Source: an optimization exercise on an open RTL-to-GDS flow (aim: small area and a short achievable clock period). Production flows keep margins and buffers that such runs may drop.
Only simulation tests tie the RTL to the original design; equivalence was not proved.

## flow/design.v (module list and top-level ports; edited modules follow where they fit)
// module mul_pipe: 99 lines
// module unpack: 13 lines
// module expcmp: 12 lines
// module pairsum: 15 lines
// module normpack: 38 lines
// module nibsum: 13 lines
// module round10: 13 lines
// module mul_lo: 580 lines
// module mul_hi: 1076 lines
// module add_sk33: 169 lines
// module add_sk48: 263 lines
// module add_sk51: 279 lines
module mul_pipe(clk, reset, X1, X2, X3, X4, Y1, Y2, Y3, Y4, ans);
  // ...
==> flow/flow/run.sh <==
#!/bin/bash
# Standard ORFS layout with two changes:
# - flow/polopt.py runs between synthesis and floorplan. It removes the
#   inverters that Yosys' full-adder extraction leaves between adder cells
#   (full adders are self-dual), without changing the logic function or any
#   register.
# - every input and output port is still buffered, but with buf_2 instead of
#   the delay cell (clkdlybuf4s50_1) that buffer_ports picks by default; the
#   resizer cannot swap a delay cell for a faster buffer later.
# Everything else is the standard flow.
set -euo pipefail
R=orfs/results/${FLOW_PLATFORM}/mul_pipe/base
export BUFFER_PORTS_ARGS="-buffer_cell sky130_fd_sc_hd__buf_2"
bash standard.sh synth > synth.log 2>&1
cp $R/1_2_yosys.v yosys_netlist.v
python3 flow/polopt.py yosys_netlist.v polopt_netlist.v > polopt.log 2>&1
cp polopt_netlist.v $R/1_2_yosys.v
touch $R/1_2_yosys.v
rm -f $R/1_synth.odb
bash standard.sh > layout.log 2>&1
==> flow/standard.sh <==
#!/bin/bash
# synth_recipe.tcl (not shown) runs the flow's synth.tcl, then flattens the netlist and writes it again
# the make line also repeats each setting of config.mk as NAME=value (left out here)
make -C /OpenROAD-flow-scripts/flow DESIGN_CONFIG=/design/flow/config.mk WORK_HOME=/design/flow/orfs CLKGATE_MAP_FILE= SYNTH_SCRIPT=/design/flow/synth_recipe.tcl "${@:-finish}"
==> flow/config.mk <==
export PLATFORM = sky130hd
export DESIGN_NAME = mul_pipe
export DESIGN_NICKNAME = mul_pipe
export VERILOG_FILES = /design/flow/design.v
export SDC_FILE = /design/flow/constraint.sdc
export NUM_CORES = 4
export LEC_CHECK = 0
export CAP_MARGIN = 20
export CORE_MARGIN = 2
export CORE_UTILIZATION = 55
export PLACE_DENSITY = 0.7
export SETUP_SLACK_MARGIN = 3.5
export SLEW_MARGIN = 20
export TNS_END_PERCENT = 10
==> flow/constraint.sdc <==
create_clock -name core_clock -period 11.0 [get_ports {clk}]
set_input_delay 2.2000 -clock core_clock [delete_from_list [all_inputs] [get_ports {clk}]]
set_output_delay 2.2000 -clock core_clock [all_outputs]
set_load 0.01 [all_outputs]
Not shown: flow/flow/polopt.py
==> flow_summary.json, run 1 <==
{
  "crit_fanout": 28,
  "avgSynthCellArea_sq_um": 9.26,
  "final_core_util_pct": 59.4,
  "portBuffers": 289,
  "grt.busiest_layer": "met2",
  "fillers": 17100,
  "cp_data_arrival_time_ps": 5330,
  "path_depth": 15,
  "dp_hpwl_microns": 271000,
  "clkLatencyLatePin_ps": 760,
  "taps": 2640,
  "finalSetupViolations": 0,
  "multi_input_area_share_pct": 77.8,
  "antennaDiodeCount": 10,
  "cts_hold_buf": 0,
  "r2r_start": "b1_1[7]",
  "routed_via_density": 6.17,
  "clock-sinks": 754,
  "clock_area_share_pct": 2.48,
  "postPlaceCellArea_sq_um": 113000,
  "wl_met2_microns": 157000,
  "status": "finished clean",
  "max_stage_delay_ps": 500,
  "hold_depth": 0,
  "drt_iter0_drc": 8419,
  "final_area_sq_um": 117000,
  "path_cells": "a211o_1 -> a211o_1 -> a311o_1 -> nand2_4 -> buf_12 -> mux2_2 -> a22o_1 -> a211oi_2 -> a211o_1 -> o21ai_1 -> nor4_4 -> nand4b_1 -> or4_1 -> a21oi_1 -> buf_2",
  "endpoint": "ans[22]"
}
==> run 2, diff against run 1 <==
--- a/flow/config.mk
+++ b/flow/config.mk
@@ -9,6 +9,6 @@
 export CORE_MARGIN = 2
 export CORE_UTILIZATION = 55
 export PLACE_DENSITY = 0.7
-export SETUP_SLACK_MARGIN = 3.5
+export SETUP_SLACK_MARGIN = 4.1
 export SLEW_MARGIN = 20
 export TNS_END_PERCENT = 10
==> flow_summary.json, run 2 <==
{
  "final_cell_mix": "nand2_1 (2440), fa_1 (1855), nor2_1 (808)",
  "first_pass_iters": 6,
  "fin_crit_ps": 7320,
  "cts_made_buffers": 86,
  "htree_num_levels": 3,
  "die_w_microns": 450,
  "rsz0062_at_grt": "true",
  "end_kind": "primary output",
  "portBuffers": 289,
  "final_max_slew_viol_count": 0,
  "grt_pass1_vias": 94100,
  "max_freq_mhz": 137,
  "grt_usage_pct": 34.7,
  "drt-total-wl_microns": 358000,
  "wl_met2_microns": 160000,
  "max_cap_viol_count": 0,
  "critPathLaunchType": "flop",
  "hold_violations": 0,
  "cts_tree": "built",
  "syn_to_final_growth_pct": 10.4,
  "reg.largest.list": "mag4 (50), q3_12 (50), q3_34 (50)",
  "placementRows": 163,
  "cts-root-buf": "clkbuf_16",
  "avgSynthCellArea_sq_um": 9.26,
  "required_ps": 8800,
  "status": "complete, but fails checks",
  "crit_type": "flop to primary output",
  "core_sq_um": 197000,
  "drc": 0,
  "min_period_over_period_pct": 66.6,
  "crit_fanout": 14,
  "routed_via_density": 6.20,
  "fin_worst_skew_ps": 35.9,
  "drt_iter0_drc": 8885,
  "postPlaceCellArea_sq_um": 113000,
  "initial_core_util_pct": 55.4,
  "place_congestion": 0.979,
  "timing.hold.ws_ps": 311,
  "grt_pass1_wl_microns": 547000,
  "antenna_found_initial": 13,
  "die_area_sq_um": 203000,
  "wire_per_inst_microns": 24.6,
  "ioPinCount": 290,
  "die-height_microns": 450,
  "ant_nets": 1,
  "check-failures": "antenna rules",
  "cp_data_arrival_time_ps": 5120,
  "cts_hold_buf": 0,
  "layout-drive-gt1-share_pct": 13.2,
  "top_layer": "met5",
  "synth_area_sq_um": 109000,
  "dp_hpwl_microns": 272000,
  "nets": 14400,
  "hold_class": "flop to flop",
  "wl_met3_microns": 38000,
  "clkLatencyLatePin_ps": 760,
  "finalSetupViolations": 0,
  "ys_warn_count": 2,
  "slew_headroom_pct": 13.6,
  "num_vias": 90400,
  "worstMarginPinSlew_ps": 1260,
  "clock_path_buffers": 3,
  "synth_cells": 11800,
  "wl_met1_microns": 141000,
  "final_common_cell": "nand2_1",
  "clock-sinks": 754,
  "grt-ovfl-total": 0,
  "postSynthNetCount": 14400,
  "fillers": 16700,
  "fin_tns_setup_ps": 0,
  "grt_max_degree": 98,
  "final_area_sq_um": 121000,
  "clkTransAtPathRegs_ps": 80
}
==> run 2: routing by layer <==
layer / global-route usage, % / vias up
met5: 0.0473 / -
met4: 15.7 / 6
met3: 8.00 / 933
met2: 53.6 / 5073
met1: 46.7 / 45300
li1: - / 39100
==> run 2: area by class of cell <==
class                           instances  area (sq um)  area share, %
Antenna cell                           14          35.0         0.0290
Tap cell                             2640          3300           2.73
Timing Repair inverter                  3          18.8         0.0155
Clock buffer                          112          2420           2.00
Timing Repair Buffer                  617          5220           4.32
Inverter                              331          1280           1.06
Sequential cell                       754         15300           12.6
Clock inverter                         49           629          0.521
Multi-Input combinational cell      10100         92700           76.7
==> run 2: final timing paths <==
check	slack [ps]	endpoint	cells after the start	from
min	310	p2_1[1]	0	l1_1[1]
min in group asynchronous	1400	sgn4	2	reset
max reg2reg	3840	p2_3[46]	22	b1_3[10]
max	3680	ans[22]	15	nz4[4]
min reg2reg	310	p2_1[1]	0	l1_1[1]
max in group asynchronous	9310	e4[0]	2	reset
==> run 2: worst max-delay path, stage by stage (launching register included) <==
cell	delay [ps]
dfxtp_4	370
a211o_1	260
a211o_1	320
a311o_2	390
nand2_4	130
buf_12	180
mux2i_2	430
o22ai_1	270
a211oi_4	330
o22ai_4	140
nor4b_4	280
and4b_2	390
nand3b_4	110
or4_1	470
a21oi_1	130
buf_2	140
==> run 2: repair_timing <==
| item | 4_1_cts | 5_1_grt |
|---|---|---|
| gates resized for setup | 388 | 301 |
| pin swaps | 67 | 113 |
| cloned | 18 | 14 |
| endpoints found under the hold margin | 0 | 0 |
| buffers inserted | 102 | 88 |
| setup endpoints to repair | 236 | 234 |
==> run 2: stage by stage <==
step	util [%]	cells	worst slack, ps
after detailed placement	57.1	14200	2410
final	61.2	14600	3680
after global placement	57.1	14200	1750
after floorplan	-	11800	3690
after global routing	61.2	14600	3590
after CTS	60.1	14500	3810
==> run 3, diff against run 2 <==
--- a/flow/config.mk
+++ b/flow/config.mk
@@ -8,7 +8,8 @@
 export CAP_MARGIN = 20
 export CORE_MARGIN = 2
 export CORE_UTILIZATION = 55
+export CTS_CLUSTER_SIZE = 30
 export PLACE_DENSITY = 0.7
-export SETUP_SLACK_MARGIN = 4.1
+export SETUP_SLACK_MARGIN = 3.8
 export SLEW_MARGIN = 20
 export TNS_END_PERCENT = 10
==> flow_summary.json, run 3 <==
{
  "core_sq_um": 197000,
  "avgSynthCellArea_sq_um": 9.26,
  "worstMarginPinSlew_ps": 1050,
  "multi_input_area_sq_um": 92000,
  "clock-sinks": 754,
  "grt_max_degree": 130,
  "min_period_over_period_pct": 67.2,
  "hold_class": "flop to flop",
  "max_stage_delay_ps": 450,
  "clkTransAtPathRegs_ps": 60,
  "crit_type": "flop to primary output",
  "ff_latch_area_sq_um": 15300,
  "htree_num_levels": 3,
  "end_kind": "primary output",
  "critPathLaunchType": "flop",
  "required_ps": 8800,
  "portBuffers": 289,
  "postSynthNetCount": 14400,
  "nets": 14300,
  "die-height_microns": 450,
  "fin_tns_setup_ps": 0,
  "grt-ovfl-total": 0,
  "finalSetupViolations": 0,
  "fin_worst_skew_ps": 35.7,
  "rsz0062_at_grt": "true",
  "synth_cells": 11800,
  "startpoint": "nz4[2]",
  "first_pass_iters": 6,
  "slowest_stage": "or3_4",
  "final_core_util_pct": 60.3,
  "antenna_found_initial": 9,
  "cp_data_arrival_time_ps": 5200,
  "cts_hold_buf": 0,
  "crit_fanout": 8,
  "cts_tree": "built",
  "clock_path_buffers": 3,
  "final_common_cell": "nand2_1",
  "path_cells": "a211o_1 -> a211o_1 -> a311o_2 -> nand2_4 -> clkinvlp_4 -> buf_12 -> buf_6 -> nor2_4 -> buf_4 -> a22oi_1 -> nand2_1 -> a21oi_2 -> or3_4 -> nor4_2 -> xnor2_1 -> a311oi_1 -> a31oi_1 -> buf_2",
  "finalWorstSetupSlack_ps": 3600,
  "grt_pass1_wl_microns": 538000,
  "wire_per_inst_microns": 24.1,
  "cpMostUsedCell": "a211o_1",
  "cts_made_buffers": 87,
  "max_cap_viol_count": 0,
  "clkLatencyLatePin_ps": 750,
  "drt_iter0_drc": 8734,
  "synth_area_sq_um": 109000,
  "grt_usage_pct": 34.1,
  "ioPinCount": 290,
  "reg.largest.list": "mag4 (50), q3_12 (50), q3_34 (50)",
  "fin_crit_ps": 7400,
  "drc": 0,
  "cts-root-buf": "clkbuf_16",
  "slew_headroom_pct": 30.1,
  "r2r_start": "b1_1[14]",
  "final_max_slew_viol_count": 0,
  "cp_top_family": "compound AO/OA/AOI/OAI gates",
  "critical_path_buf_inv_count": 5,
  "routed_via_density": 6.17,
  "die_w_microns": 450,
  "final_cell_mix": "nand2_1 (2444), fa_1 (1885), nor2_1 (806)",
  "status": "finished clean",
  "worstHoldStart": "l1_4[5]",
  "syn_to_final_growth_pct": 8.73,
  "ant_nets": 0,
  "layout-drive-gt1-share_pct": 11.6,
  "fillers": 16800,
  "drt-total-wl_microns": 348000,
  "place_ws_ps": 2280,
  "grt_pass1_vias": 92800,
  "dp_hpwl_microns": 269000,
  "ys_warn_count": 2,
  "ff2ff_setup_slack_ps": 3740,
  "place_congestion": 0.983,
  "hold_violations": 0,
  "die_area_sq_um": 203000,
  "placementRows": 163,
  "num_vias": 89300,
  "max_freq_mhz": 135,
  "initial_core_util_pct": 55.4
}
## run 3: layer usage
layer  vias to the layer above  part of all wire [%]  wire length [microns]  global-route usage (%)
met5                         -                0.0037                     13                       0
met2                      4838                    45                 157000                    53.2
li1                      38900                     -                      -                       -
met4                         2                   4.7                  16500                    14.0
met1                     44600                    39                 137000                    45.9
met3                       901                    11                  37500                    8.02
## run 3: final cells by class
cell class	count	area share [%]
antenna	6	0.0126
sequential	754	12.8
inverter	331	1.07
timing repair inverter	2	0.0116
clock inverter	51	0.422
timing repair buffer	535	3.49
tap	2640	2.78
clock buffer	109	2.07
multi-input combinational	10100	77.3
## run 3: worst paths after layout
kind | to | depth (start not counted)
setup reg to reg | p2_1[45] | 21
max in group asynchronous | sgn4 | 2
setup / recovery | ans[9] | 18
hold reg to reg | p2_4[5] | 0
min in group asynchronous | e4[5] | 2
hold / removal | p2_4[5] | 0
## run 3: per-stage QoR
stage | cell area [sq um] | hold slack, ps | cells
global route | 119000 | 329 | 14500
global placement | 113000 | 310 | 14200
CTS | 117000 | 325 | 14400
finish | 119000 | 320 | 14500
floorplan | 110000 | 310 | 11800
detailed placement | 113000 | 313 | 14200
## run 3: worst register-to-register path, stage by stage, from the launching register on
cell and delay (ps):
dfxtp_4 580, buf_16 420, nand2_1 250, fa_1 420
fa_1 520, fa_1 520, fa_1 480, fa_1 520
fa_1 540, xor2_1 240, a21o_1 210, a21o_1 180
a21oi_1 190, o21ai_0 160, a31oi_2 340, a211oi_1 190
o221a_2 320, o211a_1 250, o21a_1 180, o21a_1 210
o31a_1 260, xor2_1 220
## run 3: timing repair
| item | 4_1_cts | 5_1_grt |
|---|---|---|
| gates cloned | 9 | 11 |
| pin swaps | 24 | 50 |
| buffers inserted | 64 | 56 |
| gates resized for setup | 211 | 284 |
| setup endpoints to repair | 185 | 191 |
==> run 4, diff against run 3 <==
--- a/flow/config.mk
+++ b/flow/config.mk
@@ -8,7 +8,6 @@
 export CAP_MARGIN = 20
 export CORE_MARGIN = 2
 export CORE_UTILIZATION = 55
-export CTS_CLUSTER_SIZE = 30
 export PLACE_DENSITY = 0.7
 export SETUP_SLACK_MARGIN = 3.8
 export SLEW_MARGIN = 20
==> flow_summary.json, run 4 <==
{
  "status": "finished clean",
  "synth_cells": 11800,
  "worst_hold_path.endpoint": "p2_4[5]",
  "critPathLaunchType": "flop",
  "fin_worst_skew_ps": 35.7,
  "grt_pass1_vias": 92800,
  "final_max_slew_viol_count": 0,
  "worstMarginPinSlew_ps": 1050,
  "reg.largest.list": "mag4 (50), q3_12 (50), q3_34 (50)",
  "r2r_end": "p2_1[45]",
  "worstHoldStart": "l1_4[5]",
  "cts-root-buf": "clkbuf_16",
  "finalSetupViolations": 0,
  "avgSynthCellArea_sq_um": 9.26,
  "dp_hpwl_microns": 269000,
  "num_vias": 89300,
  "synth_area_sq_um": 109000,
  "die-height_microns": 450,
  "min_period_over_period_pct": 67.2,
  "clock_path_buffers": 3,
  "place_congestion": 0.983,
  "placementRows": 163,
  "crit_type": "flop to primary output",
  "clock-sinks": 754,
  "clkTransAtPathRegs_ps": 60,
  "r2r_cells": 21,
  "wire_per_inst_microns": 24.1,
  "max_freq_mhz": 135,
  "critical_path_buf_inv_count": 5,
  "grt_max_degree": 130,
  "slew_headroom_pct": 30.1,
  "end_kind": "primary output",
  "fin_tns_setup_ps": 0,
  "final_cell_mix": "nand2_1 (2444), fa_1 (1885), nor2_1 (806)",
  "ioPinCount": 290,
  "max_cap_viol_count": 0,
  "cp_top_family": "compound AO/OA/AOI/OAI gates",
  "syn_to_final_growth_pct": 8.73,
  "slowest_stage": "or3_4",
  "portBuffers": 289,
  "path_cells": "a211o_1 -> a211o_1 -> a311o_2 -> nand2_4 -> clkinvlp_4 -> buf_12 -> buf_6 -> nor2_4 -> buf_4 -> a22oi_1 -> nand2_1 -> a21oi_2 -> or3_4 -> nor4_2 -> xnor2_1 -> a311oi_1 -> a31oi_1 -> buf_2",
  "cpMostUsedCell": "a211o_1",
  "crit_fanout": 8,
  "initial_core_util_pct": 55.4,
  "first_pass_iters": 6,
  "drt_iter0_drc": 8734,
  "die_area_sq_um": 203000,
  "cp_data_arrival_time_ps": 5200,
  "ant_nets": 0,
  "max_stage_delay_ps": 450,
  "grt_pass1_wl_microns": 538000,
  "htree_num_levels": 3,
  "layout-drive-gt1-share_pct": 11.6,
  "core_sq_um": 197000,
  "required_ps": 8800,
  "grt_usage_pct": 34.1,
  "ys_warn_count": 2,
  "hold_violations": 0,
  "drc": 0,
  "clkLatencyLatePin_ps": 750,
  "fin_crit_ps": 7400,
  "grt-ovfl-total": 0,
  "antenna_found_initial": 9,
  "rsz0062_at_grt": "true",
  "cts_hold_buf": 0,
  "hold_class": "flop to flop",
  "cts_made_buffers": 87,
  "drt-total-wl_microns": 348000,
  "routed_via_density": 6.17,
  "die_w_microns": 450,
  "ff2ff_setup_slack_ps": 3740,
  "hold_depth": 0,
  "nets": 14300,
  "r2r_start": "b1_1[14]",
  "cts_tree": "built",
  "final_common_cell": "nand2_1",
  "postSynthNetCount": 14400
}
## run 4: metal layers
layer,wire length [microns],global-route usage [%]
met5,13,0
met4,16500,14.0
met3,37500,8.02
met2,157000,53.2
met1,137000,45.9
## run 4: worst max path at each step
stage	start	end	slack (ps)	depth (start not counted)
6_report	nz4[2]	ans[9]	3600	18
5_1_grt	nz4[2]	ans[1]	3460	20
4_1_cts	X1[19]	l1_2[31]	3570	24
3_5_place_dp	X1[19]	l1_2[31]	2280	23
3_3_place_gp	X1[19]	l1_2[31]	2430	23
2_1_floorplan	X1[19]	l1_1[31]	3690	20
## run 4: through the flow
stage	hold WS (ps)	util [%]	instances	cell area (sq um)	worst slack, ps
after CTS	325	59.4	14400	117000	3570
after global routing	329	60.3	14500	119000	3460
after floorplan	310	-	11800	110000	3690
final	320	60.3	14500	119000	3600
after detailed placement	313	57.1	14200	113000	2280
after global placement	310	57.1	14200	113000	2430
## run 4: cell type report
type / count / area [sq um]
fill: 16800 / 78500
clock inverter: 51 / 502
antenna: 6 / 15.0
clock buffer: 109 / 2460
multi-input combinational: 10100 / 92000
timing repair buffer: 535 / 4160
tap: 2640 / 3300
timing repair inverter: 2 / 13.8
inverter: 331 / 1270
sequential: 754 / 15300
## run 4: timing repair
item / in CTS / in global routing
endpoints found under the setup margin: 185 / 191
setup buffers: 64 / 56
gates cloned: 9 / 11
pin swaps: 24 / 50
gates resized for setup: 211 / 284
## run 4: worst register-to-register path, delay by kind of cell, from the launching register on
family / cells / cell delay (ps)
simple gates: 1 / 250
xor+xnor: 2 / 460
buf+inv: 1 / 420
flops: 1 / 580
fa+ha+maj: 6 / 3000
compound gates: 11 / 2490
==> run 5, diff against run 4 <==
--- a/flow/config.mk
+++ b/flow/config.mk
@@ -8,6 +8,8 @@
 export CAP_MARGIN = 20
 export CORE_MARGIN = 2
 export CORE_UTILIZATION = 55
+export CTS_CLUSTER_DIAMETER = 100
+export CTS_CLUSTER_SIZE = 24
 export PLACE_DENSITY = 0.7
 export SETUP_SLACK_MARGIN = 3.8
 export SLEW_MARGIN = 20
==> flow_summary.json, run 5 <==
{
  "fin_tns_setup_ps": 0,
  "place_congestion": 0.983,
  "nets": 14300,
  "reg.largest.list": "mag4 (50), q3_12 (50), q3_34 (50)",
  "startpoint": "nz4[2]",
  "r2r_start": "a1_1[11]",
  "clkLatencyLatePin_ps": 730,
  "postSynthNetCount": 14400,
  "crit_fanout": 10,
  "instances_no_fill": 14400,
  "grt-ovfl-total": 0,
  "final_max_slew_viol_count": 0,
  "num_vias": 88900,
  "portBuffers": 289,
  "cts_made_buffers": 50,
  "fin_worst_skew_ps": 45.1,
  "clock-sinks": 754,
  "end_kind": "primary output",
  "drc": 0,
  "syn_to_final_growth_pct": 7.67,
  "slowest_stage": "or4_1",
  "avgSynthCellArea_sq_um": 9.26,
  "grt_pass1_vias": 92300,
  "required_ps": 8800,
  "clock_path_buffers": 3,
  "final_common_cell": "nand2_1",
  "clkTransAtPathRegs_ps": 90,
  "htree_num_levels": 2,
  "r2r_cells": 20,
  "cts-root-buf": "clkbuf_16",
  "ant_nets": 0,
  "final_cell_mix": "nand2_1 (2446), fa_1 (1886), nor2_1 (807)",
  "place_ws_ps": 2280,
  "drt_iter0_drc": 8605,
  "cp_data_arrival_time_ps": 5140,
  "status": "finished clean",
  "min_period_over_period_pct": 66.7,
  "r2r_end": "p2_1[45]",
  "finalSetupViolations": 0,
  "fin_crit_ps": 7340,
  "placementRows": 163,
  "die-height_microns": 450,
  "critical_path_buf_inv_count": 4,
  "critPathLaunchType": "flop",
  "dp_hpwl_microns": 269000,
  "ioPinCount": 290,
  "wire_per_inst_microns": 24.1,
  "final_core_util_pct": 59.7,
  "grt_usage_pct": 33.8,
  "cpMostUsedCell": "a211o_1",
  "finalWorstSetupSlack_ps": 3660,
  "initial_core_util_pct": 55.4,
  "max_cap_viol_count": 0,
  "ys_warn_count": 2,
  "die_w_microns": 450,
  "endpoint": "ans[22]",
  "layout-drive-gt1-share_pct": 11.0,
  "crit_type": "flop to primary output",
  "worstMarginPinSlew_ps": 1100,
  "rsz0062_at_grt": "true",
  "cp_top_family": "compound AO/OA/AOI/OAI gates",
  "first_pass_iters": 6,
  "path_depth": 17,
  "core_sq_um": 197000,
  "grt_pass1_wl_microns": 534000,
  "ff2ff_setup_slack_ps": 3840,
  "drt-total-wl_microns": 347000,
  "path_cells": "a211o_1 -> a211o_1 -> a311o_2 -> nand2_4 -> clkinvlp_4 -> buf_12 -> buf_6 -> o211ai_1 -> o32ai_4 -> a211oi_4 -> o22ai_4 -> nor4b_4 -> and4b_2 -> nand3b_4 -> or4_1 -> a21oi_1 -> buf_2",
  "antenna_found_initial": 14,
  "die_area_sq_um": 203000,
  "synth_area_sq_um": 109000,
  "placedCellCount": 14200,
  "hold_class": "flop to flop",
  "routed_via_density": 6.17,
  "grt_max_degree": 130,
  "max_freq_mhz": 136,
  "cts_tree": "built",
  "synth_cells": 11800,
  "max_stage_delay_ps": 540,
  "slew_headroom_pct": 26.8,
  "hold_violations": 0
}
==> run 5: stage by stage <==
stage	hold WS, ps	cell area (sq um)
6_report	330	118000
5_1_grt	331	118000
4_1_cts	330	116000
3_5_place_dp	313	113000
3_3_place_gp	310	113000
2_1_floorplan	310	110000
==> run 5: worst min-delay path by stage <==
stage	start	slack, ps	cells after the start	to
CTS	sh2_p[1]	330	0	sh3[1]
global placement	s1_3	310	0	s2_3
global route	sh2_p[5]	330	0	sh3[5]
floorplan	e2[0]	310	0	e3[0]
finish	sh2_p[0]	330	0	sh3[0]
detailed placement	l1_1[5]	310	0	p2_1[5]
==> run 5: cell type report <==
type / instances / area, sq um
well taps: 2640 / 3300
repair inverters: 2 / 13.8
multi-input cells: 10100 / 92000
clock inverters: 27 / 438
repair buffers: 531 / 4120
diodes: 13 / 32.5
fillers: 16900 / 79600
inverters: 331 / 1280
clock buffers: 58 / 1300
flip-flops and latches: 754 / 15300
==> run 5: per-layer routing <==
metal	up-vias	GRT usage, %	routed length, microns
met4	2	13.9	16100
met2	4816	52.7	156000
met1	44400	45.8	137000
li1	38800	-	-
met5	-	0	13
met3	821	7.56	37200
==> run 5: worst reg2reg max path: cells and delay by family, from the launching register on <==
family | cells | cell delay, ps
AND/OR/NAND/NOR | 1 | 170
XOR/XNOR | 2 | 460
flip-flops | 1 | 890
adder cells (fa/ha/maj) | 6 | 3060
AO/OA/AOI/OAI | 11 | 2490
==> run 5: timing repair <==
item | 4_1_cts | 5_1_grt
cloned | 8 | 9
gates resized for setup | 187 | 319
setup buffers | 49 | 70
hold buffers | 0 | 0
pin swaps | 27 | 55
endpoints found under the setup margin | 185 | 195
==> run 6, diff against run 5 <==
--- a/flow/config.mk
+++ b/flow/config.mk
@@ -8,8 +8,8 @@
 export CAP_MARGIN = 20
 export CORE_MARGIN = 2
 export CORE_UTILIZATION = 55
-export CTS_CLUSTER_DIAMETER = 100
-export CTS_CLUSTER_SIZE = 24
+export CTS_CLUSTER_DIAMETER = 120
+export CTS_CLUSTER_SIZE = 32
 export PLACE_DENSITY = 0.7
 export SETUP_SLACK_MARGIN = 3.8
 export SLEW_MARGIN = 20
==> flow_summary.json, run 6 <==
{
  "clkTransAtPathRegs_ps": 120,
  "layout-drive-gt1-share_pct": 11.3,
  "hold_depth": 0,
  "initial_core_util_pct": 55.4,
  "final_cell_mix": "nand2_1 (2444), fa_1 (1888), nor2_1 (807)",
  "cts-root-buf": "clkbuf_16",
  "slew_headroom_pct": 30.0,
  "slowest_stage": "a22oi_1",
  "hold_violations": 0,
  "max_cap_viol_count": 0,
  "grt_max_degree": 130,
  "grt_usage_pct": 33.7,
  "postSynthNetCount": 14400,
  "clkLatencyLatePin_ps": 710,
  "cpMostUsedCell": "buf_4",
  "grt_pass1_wl_microns": 534000,
  "die_area_sq_um": 203000,
  "r2r_end": "p2_1[45]",
  "cts_hold_buf": 0,
  "wire_per_inst_microns": 24.1,
  "placementRows": 163,
  "fin_crit_ps": 7280,
  "cts_made_buffers": 38,
  "clock-sinks": 754,
  "cp_data_arrival_time_ps": 5080,
  "cts_tree": "built",
  "fillers": 17000,
  "die-height_microns": 450,
  "drc": 0,
  "timing.hold.ws_ps": 310,
  "end_kind": "primary output",
  "finalSetupViolations": 0,
  "nets": 14300,
  "grt_pass1_vias": 92100,
  "place_congestion": 0.983,
  "grt-ovfl-total": 0,
  "critical_path_buf_inv_count": 5,
  "core_sq_um": 197000,
  "htree_num_levels": 2,
  "crit_type": "flop to primary output",
  "cp_top_family": "compound AO/OA/AOI/OAI gates",
  "die_w_microns": 450,
  "dp_hpwl_microns": 269000,
  "status": "finished clean",
  "clock_path_buffers": 3,
  "worst_hold_path.endpoint": "e4[5]",
  "ys_warn_count": 2,
  "startpoint": "nz4[4]",
  "syn_to_final_growth_pct": 7.64,
  "ioPinCount": 290,
  "worstMarginPinSlew_ps": 1050,
  "rsz0062_at_grt": "true",
  "path_cells": "a211o_1 -> a211o_1 -> a311o_2 -> nand2_4 -> clkinvlp_4 -> buf_4 -> buf_4 -> mux2i_1 -> a21oi_1 -> a22oi_1 -> o221ai_2 -> o211ai_1 -> nor3_4 -> buf_4 -> a21oi_4 -> mux2_4 -> buf_2",
  "portBuffers": 289,
  "critPathLaunchType": "flop",
  "final_max_slew_viol_count": 0,
  "avgSynthCellArea_sq_um": 9.26,
  "final_common_cell": "nand2_1",
  "crit_fanout": 7,
  "ff2ff_setup_slack_ps": 3850,
  "synth_cells": 11800,
  "routed_via_density": 6.17,
  "ant_nets": 0,
  "first_pass_iters": 7,
  "required_ps": 8800,
  "drt_iter0_drc": 8433,
  "max_freq_mhz": 137,
  "synth_area_sq_um": 109000,
  "fin_tns_setup_ps": 0,
  "r2r_cells": 20,
  "reg.largest.list": "mag4 (50), q3_12 (50), q3_34 (50)",
  "min_period_over_period_pct": 66.2,
  "antenna_found_initial": 14,
  "num_vias": 88900,
  "r2r_start": "a1_1[11]",
  "drt-total-wl_microns": 347000,
  "worstHoldStart": "e3[5]",
  "max_stage_delay_ps": 500,
  "hold_class": "flop to flop",
  "fin_worst_skew_ps": 66.8
}
==> run 6: changes by cell type in the layout (fill, tap and decap cells not counted), sizes merged, moves of 4 or more <==
cell	delta
buf	+23
diode	-4
clkinv	+5
clkbuf	-13
inv	-7
==> run 6: how the worst max path moves through the flow <==
stage / endpoint / slack, ps / cells after the start
2_1_floorplan: l1_1[31] / 3690 / 20
3_3_place_gp: l1_2[31] / 2430 / 23
3_5_place_dp: l1_2[31] / 2280 / 23
4_1_cts: l1_4[31] / 3530 / 22
5_1_grt: ans[9] / 3630 / 18
6_report: ans[15] / 3720 / 17
==> run 6: per-layer routing <==
metal,track usage [%],routed length [microns],share of wire [%]
met1,45.8,138000,40
met2,53.0,157000,45
met3,7.44,36600,11
met4,12.8,15000,4.3
met5,0,23,0.0066
==> run 6: cell type report <==
cell class                      instances  area (sq um)  share of cell area [%]
Clock buffer                           44           993                   0.844
Timing Repair inverter                  2          13.8                  0.0117
Tap cell                             2640          3300                    2.80
Multi-Input combinational cell      10100         92100                    78.2
Inverter                              331          1280                    1.08
Sequential cell                       754         15300                    13.0
Timing Repair Buffer                  555          4330                    3.68
Clock inverter                         23           412                   0.350
Antenna cell                            9          22.5                  0.0191
==> run 6: what timing repair did <==
item,in CTS,in global routing
endpoints found under the setup margin,186,199
gates cloned,8,13
pin swaps,29,51
gates resized for setup,188,350
setup buffers,56,84
==> run 6: through the flow <==
stage | setup slack (ps) | instances | utilization (%) | instance area [sq um]
2_1_floorplan | 3690 | 11800 | - | 110000
3_3_place_gp | 2430 | 14200 | 57.1 | 113000
3_5_place_dp | 2280 | 14200 | 57.1 | 113000
4_1_cts | 3530 | 14300 | 58.5 | 116000
5_1_grt | 3630 | 14400 | 59.6 | 118000
6_report | 3720 | 14400 | 59.7 | 118000

-- afterwards: timing with drivers on the ports --
Ports are ideal in the flow. The routed layouts listed here were re-timed in OpenROAD.
Step 1, drivers: a clkbuf_16 drives clk and a buf_2 each remaining input, both assumed.
Step 2 moves the port delays by t, midway between the first and last clock arrival at a register: inputs arrive t later, outputs are due t later. That takes back most of the time a late clock gives input paths.
Three values: ideal ports, drivers, drivers and shift; two values: the first two.
run | t (ns) | setup WS [ns] | slew at the worst register clock pin (ns)
run 1 | 0.814 | 3.467 / 3.382 / 2.921 | 0.08 / 0.08
run 2 | 0.828 | 3.677 / 3.585 / 3.083 | 0.10 / 0.10
run 3 | 0.819 | 3.603 / 3.516 / 3.091 | 0.08 / 0.08
run 4 | 0.819 | 3.603 / 3.516 / 3.091 | 0.08 / 0.08
run 5 | 0.794 | 3.659 / 3.572 / 3.105 | 0.10 / 0.10
run 6 | 0.774 | 3.721 / 3.627 / 3.141 | 0.12 / 0.12
For run 2, which loses most, drivers alone change the setup slack by -0.092 ns; drivers and shift together by -0.594 ns.
